Context: an optimization exercise on an open-source flow, tuned for small area and a short achievable clock period. The choices shown serve that exercise and are no tape-out recipe.
Where RTL was checked, it was by simulation tests only, not by an equivalence proof against the original.
Power and IR drop assume default switching activity.

Setup of alpha:
==> flow/design.v (excerpt) <==
module ALU #(parameter Data_Width = 8) (
	input wire [Data_Width-1:0]     A, B,
	input wire [3:0]                ALU_FUN,
	input wire                      CLK, RST,
	input wire                      Enable,
	output reg [(2*Data_Width)-1:0] alu_out,
	output reg                      out_valid
);
Settings: LEC_CHECK=0, CAP_MARGIN=20, CORE_MARGIN=2, CORE_UTILIZATION=40, SLEW_MARGIN=20, SYNTH_HIERARCHICAL=1, SYNTH_MINIMUM_KEEP_SIZE=0; clock period 110.0 ns.
standard.sh (not shown) runs the stock make flow with config.mk's settings and CLKGATE_MAP_FILE= SYNTH_SCRIPT=/design/flow/synth_recipe.tcl, a recipe that flattens the netlist after the stock synthesis.
==> flow/flow/run.sh <==
#!/bin/bash
# Standard ORFS layout with three changes:
#  - after synthesis, every logic cell is swapped to the smallest cell of its family
#    (flow/downsize.tcl); registers keep the cells synthesis gave them
#  - the smallest buffer (buf_1) on every input and output port
#  - after placement, repair_timing with a setup margin (flow/repair.tcl) speeds up the
#    slowest paths again
set -euo pipefail
export RESULTS=$(pwd)/orfs/results/${FLOW_PLATFORM}/ALU/base
export MARGIN=$(cat flow/margin.txt)
bash standard.sh synth > standard_synth.log 2>&1
openroad -no_init -exit flow/downsize.tcl > downsize.log 2>&1
bash standard.sh BUFFER_PORTS_ARGS="-buffer_cell sky130_fd_sc_hd__buf_1" place > standard_place.log 2>&1
openroad -no_init -exit flow/repair.tcl > repair.log 2>&1
bash standard.sh BUFFER_PORTS_ARGS="-buffer_cell sky130_fd_sc_hd__buf_1" finish > standard_finish.log 2>&1
==> flow/flow/margin.txt <==
79
==> flow/flow/repair.tcl <==
# Tighten the slowest paths: resize/buffer until every path has MARGIN ns of setup slack
# (or no move helps), at the design's own clock and constraints.
read_liberty $::env(FLOW_HOME)/platforms/sky130hd/lib/sky130_fd_sc_hd__tt_025C_1v80.lib
read_db $::env(RESULTS)/3_place.odb
read_sdc $::env(RESULTS)/3_place.sdc
source $::env(FLOW_HOME)/platforms/sky130hd/setRC.tcl
estimate_parasitics -placement
report_wns
report_design_area
repair_timing -setup -setup_margin $::env(MARGIN) -skip_last_gasp
report_wns
report_design_area
detailed_place
check_placement
write_db $::env(RESULTS)/3_place.odb
Other scripts of this flow, unchanged in this note and not shown: flow/flow/downsize.tcl
Setup changes, alpha to beta
==> flow/flow/run.sh <==
#!/bin/bash
# Standard ORFS layout with two changes:
#  - after synthesis, every logic cell is swapped to the smallest cell of its family
#    (flow/downsize.tcl); registers keep the cells synthesis gave them
#  - the smallest buffer (buf_1) on every input and output port
set -euo pipefail
bash standard.sh synth > standard_synth.log 2>&1
export RESULTS=$(pwd)/orfs/results/${FLOW_PLATFORM}/ALU/base
openroad -no_init -exit flow/downsize.tcl > downsize.log 2>&1
bash standard.sh BUFFER_PORTS_ARGS="-buffer_cell sky130_fd_sc_hd__buf_1" finish > standard_finish.log 2>&1
removed: flow/flow/margin.txt
removed: flow/flow/repair.tcl
- The final layout from beta, which completed every stage, passed the timing, design-rule and antenna checks at the end of the flow.
- Compare beta and alpha | setup slack higher: alpha
- alpha → beta: design area down about 7%; maximum net fanout on the critical path now larger; sequential share of layout area went up by 0.69 points; wire length fell about 5%.
- Against alpha, fmax in beta came out worse.


== run 1 ==
ALU, a different RTL version from the one above (not shown whole).
For scale: roughly 450 cells after synthesis, ~40 I/O pins, ~0.0041 mm2 of cells after synthesis.
export LEC_CHECK = 0
export CAP_MARGIN = 20
export CORE_MARGIN = 2
export CORE_UTILIZATION = 40
export SLEW_MARGIN = 20
export SYNTH_HIERARCHICAL = 1
export SYNTH_MINIMUM_KEEP_SIZE = 0
create_clock -name core_clock -period 110.0 [get_ports {CLK}]
==> flow/flow/run.sh <==
#!/bin/bash
# Standard ORFS layout with three changes:
#  - after synthesis, every logic cell is swapped to the smallest cell of its family
#    (flow/downsize.tcl); registers keep the cells synthesis gave them
#  - the smallest buffer (buf_1) on every input and output port
#  - after placement, repair_timing with a setup margin (flow/repair.tcl) speeds up the
#    slowest paths again
set -euo pipefail
export RESULTS=$(pwd)/orfs/results/${FLOW_PLATFORM}/ALU/base
export MARGIN=$(cat flow/margin.txt)
bash standard.sh synth > standard_synth.log 2>&1
openroad -no_init -exit flow/downsize.tcl > downsize.log 2>&1
bash standard.sh BUFFER_PORTS_ARGS="-buffer_cell sky130_fd_sc_hd__buf_1" place > standard_place.log 2>&1
openroad -no_init -exit flow/repair.tcl > repair.log 2>&1
bash standard.sh BUFFER_PORTS_ARGS="-buffer_cell sky130_fd_sc_hd__buf_1" finish > standard_finish.log 2>&1
==> flow/flow/margin.txt <==
78
Other scripts of this flow, unchanged in this note and not shown: flow/flow/downsize.tcl, flow/flow/repair.tcl
Run 1 reached the final stage; the timing, design-rule and antenna checks on its layout passed.
Relative to run 1, the following input files were edited for run 2:
==> flow/flow/margin.txt <==
79
Findings:
- Going from run 1 to run 2, internal power increased by 2.8% relative to the old numbers, time the worst path needs with I/O delays and setup now smaller, part of the total power dissipated in combinational logic now larger, clock-cell share of area level.
For run 3, these inputs were changed with respect to run 2:
==> flow/flow/margin.txt <==
77.5
### Flow results
A cell with the biggest individual delay on the critical path of sky130_fd_sc_hd__mux2i_2 is what run 2 shows, while sky130_fd_sc_hd__buf_1 belongs to run 3. Reported for run 2 and run 3, count of sequential standard cells turned out identical to the last digit. Relative to run 2, wire length of the first global-routing pass decreased by 310 um in run 3. Run 3 vs run 2 — relative contribution of the clock network to total power rose 0.4 points. Run 2 → run 3: utilization saw a decrease; final worst setup slack saw a decrease.
Changes in run 4 relative to run 3:
Settings: PLACE_DENSITY now 0.75, previously not set; CORE_UTILIZATION now 65, was 40.
==> flow/flow/margin.txt <==
78
==> run notes <==
- Run 4 vs run 3, setup slack went up by 0.33 ns.
- Multi-input gate share of total cell area (lower): run 3
- Comparing run 4 and run 3, clock tree buffer count of the final layout is lower on run 4.
- Clock network fraction of design power in run 4 is 0.4 points below run 3.
- | placeable core region | higher: run 3 |
- Delta (run 4 minus run 3): total combinational power increased by about 1% relative to the old numbers; filler cell count in the final layout moved down; switching component of the power now larger; tightest slew margin relative to the limit has increased; cell count lost 58.
- Run 4 vs run 3 — maximum frequency climbed slightly


v6:
ALU, a different RTL version from the one above (not shown whole).
For scale: ~40 I/O pins.
export LEC_CHECK = 0
export CAP_MARGIN = 20
export CORE_MARGIN = 2
export CORE_UTILIZATION = 40
export SLEW_MARGIN = 20
export SYNTH_HIERARCHICAL = 1
export SYNTH_MINIMUM_KEEP_SIZE = 0
create_clock -name core_clock -period 110.0 [get_ports {CLK}]
==> flow/flow/downsize.tcl <==
# Swap every non-register cell of the synthesized netlist to the smallest cell of its family
# (same function and pins, lowest drive strength). Timing has a wide margin at this clock
# period; the resizer's repair_design later fixes any slew or capacitance violation.
read_db $::env(RESULTS)/1_synth.odb
set db [ord::get_db]
set fam [dict create]
foreach lib [$db getLibs] {
  foreach m [$lib getMasters] {
    set n [$m getName]
    if {![regexp {^(sky130_fd_sc_hd__[a-z0-9]+)_([0-9]+)$} $n -> base sz]} { continue }
    if {[string match *lpflow* $n] || [string match *probe* $n]} { continue }
    set a [expr {[$m getWidth] * [$m getHeight]}]
    if {![dict exists $fam $base]} {
      dict set fam $base [list $m $a $sz]
    } else {
      lassign [dict get $fam $base] bm ba bsz
      if {$a < $ba || ($a == $ba && $sz > $bsz)} { dict set fam $base [list $m $a $sz] }
    }
  }
}
set swapped 0
foreach inst [[ord::get_db_block] getInsts] {
  set m [$inst getMaster]
  set n [$m getName]
  if {[$m isSequential]} { continue }
  if {![regexp {^(sky130_fd_sc_hd__[a-z0-9]+)_([0-9]+)$} $n -> base sz]} { continue }
  if {![dict exists $fam $base]} { continue }
  set best [lindex [dict get $fam $base] 0]
  if {[$best getName] ne $n} {
    if {[$inst swapMaster $best]} { incr swapped }
  }
}
puts "downsize: swapped $swapped instances"
write_db $::env(RESULTS)/1_synth.odb
==> flow/flow/margin.txt <==
78
==> flow/flow/repair.tcl <==
# Tighten the slowest paths: resize/buffer until every path has MARGIN ns of setup slack
# (or no move helps), at the design's own clock and constraints.
read_liberty $::env(FLOW_HOME)/platforms/sky130hd/lib/sky130_fd_sc_hd__tt_025C_1v80.lib
read_db $::env(RESULTS)/3_place.odb
read_sdc $::env(RESULTS)/3_place.sdc
source $::env(FLOW_HOME)/platforms/sky130hd/setRC.tcl
estimate_parasitics -placement
report_wns
report_design_area
repair_timing -setup -setup_margin $::env(MARGIN) -skip_last_gasp -sequence sizeup,swap
report_wns
report_design_area
detailed_place
check_placement
write_db $::env(RESULTS)/3_place.odb
Scripts as last shown in full above: flow/flow/run.sh
#### Input delta (v7 over v6)
==> flow/flow/margin.txt <==
79
Results
Total count of max-transition violations in the final report came out exactly the same in v7 and v6. Part of the power in the clock network: v7 vs v6 down 0.2 points. Every run (v7 and v6) finished clean. Total power (lower): v6. v7 packs its core more tightly than v6. Compare v7 and v6 | worst-case hold slack lower: v7. Going from v6 to v7, count of clock-buffer cells in the layout flat, power in the clock group flat, routed wire length up 160 um, fmax up 2.8%, worst setup slack up 0.86 ns. Worst-margin pin slew ends up lower on v6.
No run of this note included a check of the RTL's function; only the layout flow was run.


## red
Another version of the RTL of ALU (not shown whole).
Size: about 430 cells after synthesis, ~40 I/O pins, roughly 4000 µm² of cells after synthesis.
clock: 110.0 ns
lec_check: 0
cap_margin: 20
core_margin: 2
core_utilization: 40
slew_margin: 20
synth_hierarchical: 1
synth_minimum_keep_size: 0
==> flow/flow/margin.txt <==
80
Scripts as last shown in full above: flow/flow/run.sh, flow/flow/downsize.tcl, flow/flow/repair.tcl
Edits applied to the flow inputs when going from red to blue:
--- a/flow/flow/run.sh
+++ b/flow/flow/run.sh
@@ -3,2 +3,2 @@
-#  - after synthesis, every logic cell is swapped to the smallest cell of its family
-#    (flow/downsize.tcl); registers keep the cells synthesis gave them
+#  - after synthesis, every logic cell driving fewer than 6 loads is swapped to the smallest
+#    cell of its family (flow/downsize.tcl); registers keep the cells synthesis gave them
@@ -6,2 +6,2 @@
-#  - after placement, repair_timing with a setup margin (flow/repair.tcl) speeds up the
-#    slowest paths again
+#  - after placement, repair_timing (gate sizing only) with a setup margin from
+#    flow/margin.txt speeds up the slowest paths again (flow/repair.tcl)
@@ -12 +12 @@
-openroad -no_init -exit flow/downsize.tcl > downsize.log 2>&1
+KEEP_FANOUT=6 openroad -no_init -exit flow/downsize.tcl > downsize.log 2>&1
--- a/flow/flow/downsize.tcl
+++ b/flow/flow/downsize.tcl
@@ -2 +2,2 @@
-# (same function and pins, lowest drive strength). Timing has a wide margin at this clock
+# (same function and pins, lowest drive strength), except cells driving KEEP_FANOUT or
+# more loads. Timing has a wide margin at this clock
@@ -27,0 +29,8 @@
+  # keep the drive strength synthesis chose for cells driving many loads
+  set fo 0
+  foreach it [$inst getITerms] {
+    if {[$it isOutputSignal] && [$it getNet] ne "NULL"} {
+      set fo [expr {max($fo, [llength [[$it getNet] getITerms]] - 1)}]
+    }
+  }
+  if {$fo >= $::env(KEEP_FANOUT)} { continue }
==> flow/flow/margin.txt <==
77
Findings:
Diff red -> blue: post-synthesis cell area +2.2%; met2 wire length went down; reported max-cap violation count flat.
#### Input delta (green over blue)
--- a/flow/flow/run.sh
+++ b/flow/flow/run.sh
@@ -3,2 +3,2 @@
-#  - after synthesis, every logic cell driving fewer than 6 loads is swapped to the smallest
-#    cell of its family (flow/downsize.tcl); registers keep the cells synthesis gave them
+#  - after synthesis, every logic cell is swapped to the smallest cell of its family
+#    (flow/downsize.tcl); registers keep the cells synthesis gave them
@@ -6,2 +6,2 @@
-#  - after placement, repair_timing (gate sizing only) with a setup margin from
-#    flow/margin.txt speeds up the slowest paths again (flow/repair.tcl)
+#  - after placement, repair_timing with a setup margin (flow/repair.tcl) speeds up the
+#    slowest paths again
@@ -12 +12 @@
-KEEP_FANOUT=6 openroad -no_init -exit flow/downsize.tcl > downsize.log 2>&1
+openroad -no_init -exit flow/downsize.tcl > downsize.log 2>&1
--- a/flow/flow/downsize.tcl
+++ b/flow/flow/downsize.tcl
@@ -2,2 +2 @@
-# (same function and pins, lowest drive strength), except cells driving KEEP_FANOUT or
-# more loads. Timing has a wide margin at this clock
+# (same function and pins, lowest drive strength). Timing has a wide margin at this clock
@@ -29,8 +27,0 @@
-  # keep the drive strength synthesis chose for cells driving many loads
-  set fo 0
-  foreach it [$inst getITerms] {
-    if {[$it isOutputSignal] && [$it getNet] ne "NULL"} {
-      set fo [expr {max($fo, [llength [[$it getNet] getITerms]] - 1)}]
-    }
-  }
-  if {$fo >= $::env(KEEP_FANOUT)} { continue }
==> run notes <==
green: all stages complete, timing, DRC and antenna checks passed
Going from blue to green, worst hold slack held steady, area overhead of the layout relative to synthesis grew by 1.6 points, met3 routing resource usage after global routing shrank by 0.62 points, count of unresolved DRC violations after routing held steady.
The higher cell count of green and blue is in green.
Fraction of layout instances using a drive strength above 1 for green: 0.60 points up relative to blue
Input-level comparison between orange and green:
- an added CTS_BUF_LIST of sky130_fd_sc_hd__clkbuf_4
- a change of CORE_UTILIZATION from 40 to 55
Findings:
- [compare] base=green new=orange: post-route cell area moved down, post-synthesis to final-layout area growth now sits lower, portion of the clock cycle consumed by the worst path in the final layout has remained practically unchanged.
- Number of iterations in the first detailed-routing pass: orange vs green down 2
- Summary of orange over green: relative contribution of the clock network to total power shrank by 2.5 points; shortest clock period the worst path allows after layout up 0.054 ns; via count of the first global-routing pass now sits higher.
- Between green and orange, number of fill cells is higher for green, orange comes in under that.
Setup changes, orange to purple
- CTS_BUF_LIST removed (was sky130_fd_sc_hd__clkbuf_4)
- CORE_UTILIZATION changed from 55 to 40
==> flow/flow/run.sh <==
#!/bin/bash
# Standard ORFS layout with two changes:
#  - after synthesis, every logic cell is swapped to the smallest cell of its family
#    (flow/downsize.tcl); registers keep the cells synthesis gave them
#  - the smallest buffer (buf_1) on every input and output port
set -euo pipefail
bash standard.sh synth > standard_synth.log 2>&1
export RESULTS=$(pwd)/orfs/results/${FLOW_PLATFORM}/ALU/base
KEEP_FANOUT=6 openroad -no_init -exit flow/downsize.tcl > downsize.log 2>&1
bash standard.sh BUFFER_PORTS_ARGS="-buffer_cell sky130_fd_sc_hd__buf_1" finish > standard_finish.log 2>&1
--- a/flow/flow/downsize.tcl
+++ b/flow/flow/downsize.tcl
@@ -2 +2,2 @@
-# (same function and pins, lowest drive strength). Timing has a wide margin at this clock
+# (same function and pins, lowest drive strength), except cells driving KEEP_FANOUT or
+# more loads. Timing has a wide margin at this clock
@@ -27,0 +29,8 @@
+  # keep the drive strength synthesis chose for cells driving many loads
+  set fo 0
+  foreach it [$inst getITerms] {
+    if {[$it isOutputSignal] && [$it getNet] ne "NULL"} {
+      set fo [expr {max($fo, [llength [[$it getNet] getITerms]] - 1)}]
+    }
+  }
+  if {$fo >= $::env(KEEP_FANOUT)} { continue }
removed: flow/flow/margin.txt
removed: flow/flow/repair.tcl
Notes after the runs:
met3 wire length in purple is about 21% higher than in orange
Compared with orange, purple ends up with a larger final cell area.
Multi-input combinational cell area (higher): purple
Between purple and orange, it is purple whose wire length of the first global-routing pass is higher, by about 6%.
The multi-input gate share of the layout cell area reported for purple is smaller than that of orange by 0.39 points.
From orange to purple the numbers moved as follows: worst hold margin picked up an extra 0.15 ns; portion of total power attributed to combinational logic lost 1.8 points; routed wire length picked up an extra about 3%.

## re-timing with driven ports
No port has a modelled driver above. Below, the same layouts with a new extraction and two added sets of constraints. Step 1 sets driving cells, clkbuf_16 on the clock port and buf_2 on the other inputs (assumed; they add their load-dependent delay and slew). Step 2 also shifts input and output timing later by t, the mid clock arrival at the registers, as if the neighbouring blocks saw the same clock. Slacks: no drivers / after step 1 / after step 2; pairs: no drivers / after step 1.
run | t (ns) | slack for setup (ns) | latest minus earliest clock arrival (ns)
alpha | 0.264 | 76.664 / 76.663 / 76.399 | 0.002 / 0.003
beta | 0.264 | 73.966 / 73.962 / 73.698 | 0.002 / 0.002
run 1 | 0.282 | 78.184 / 78.192 / 77.909 | 0.005 / 0.005
run 2 | 0.281 | 79.090 / 79.083 / 78.801 | 0.005 / 0.005
run 3 | 0.282 | 77.742 / 77.744 / 77.461 | 0.005 / 0.005
run 4 | 0.270 | 78.074 / 78.075 / 77.805 | 0.005 / 0.005
v6 | 0.293 | 78.283 / 78.294 / 78.001 | 0.005 / 0.004
v7 | 0.293 | 79.146 / 79.146 / 78.852 | 0.005 / 0.005
red | 0.283 | 78.139 / 78.136 / 77.853 | 0.011 / 0.012
blue | 0.279 | 77.302 / 77.309 / 77.030 | 0.010 / 0.010
green | 0.281 | 77.232 / 77.239 / 76.958 | 0.012 / 0.011
orange | 0.330 | 77.178 / 77.184 / 76.855 | 0.010 / 0.009
purple | 0.278 | 76.472 / 76.478 / 76.200 | 0.009 / 0.009
After both steps setup and hold are still met in every run listed. The setup slack of orange, which loses most, moves by +0.006 ns with the drivers and by -0.323 ns with both steps.
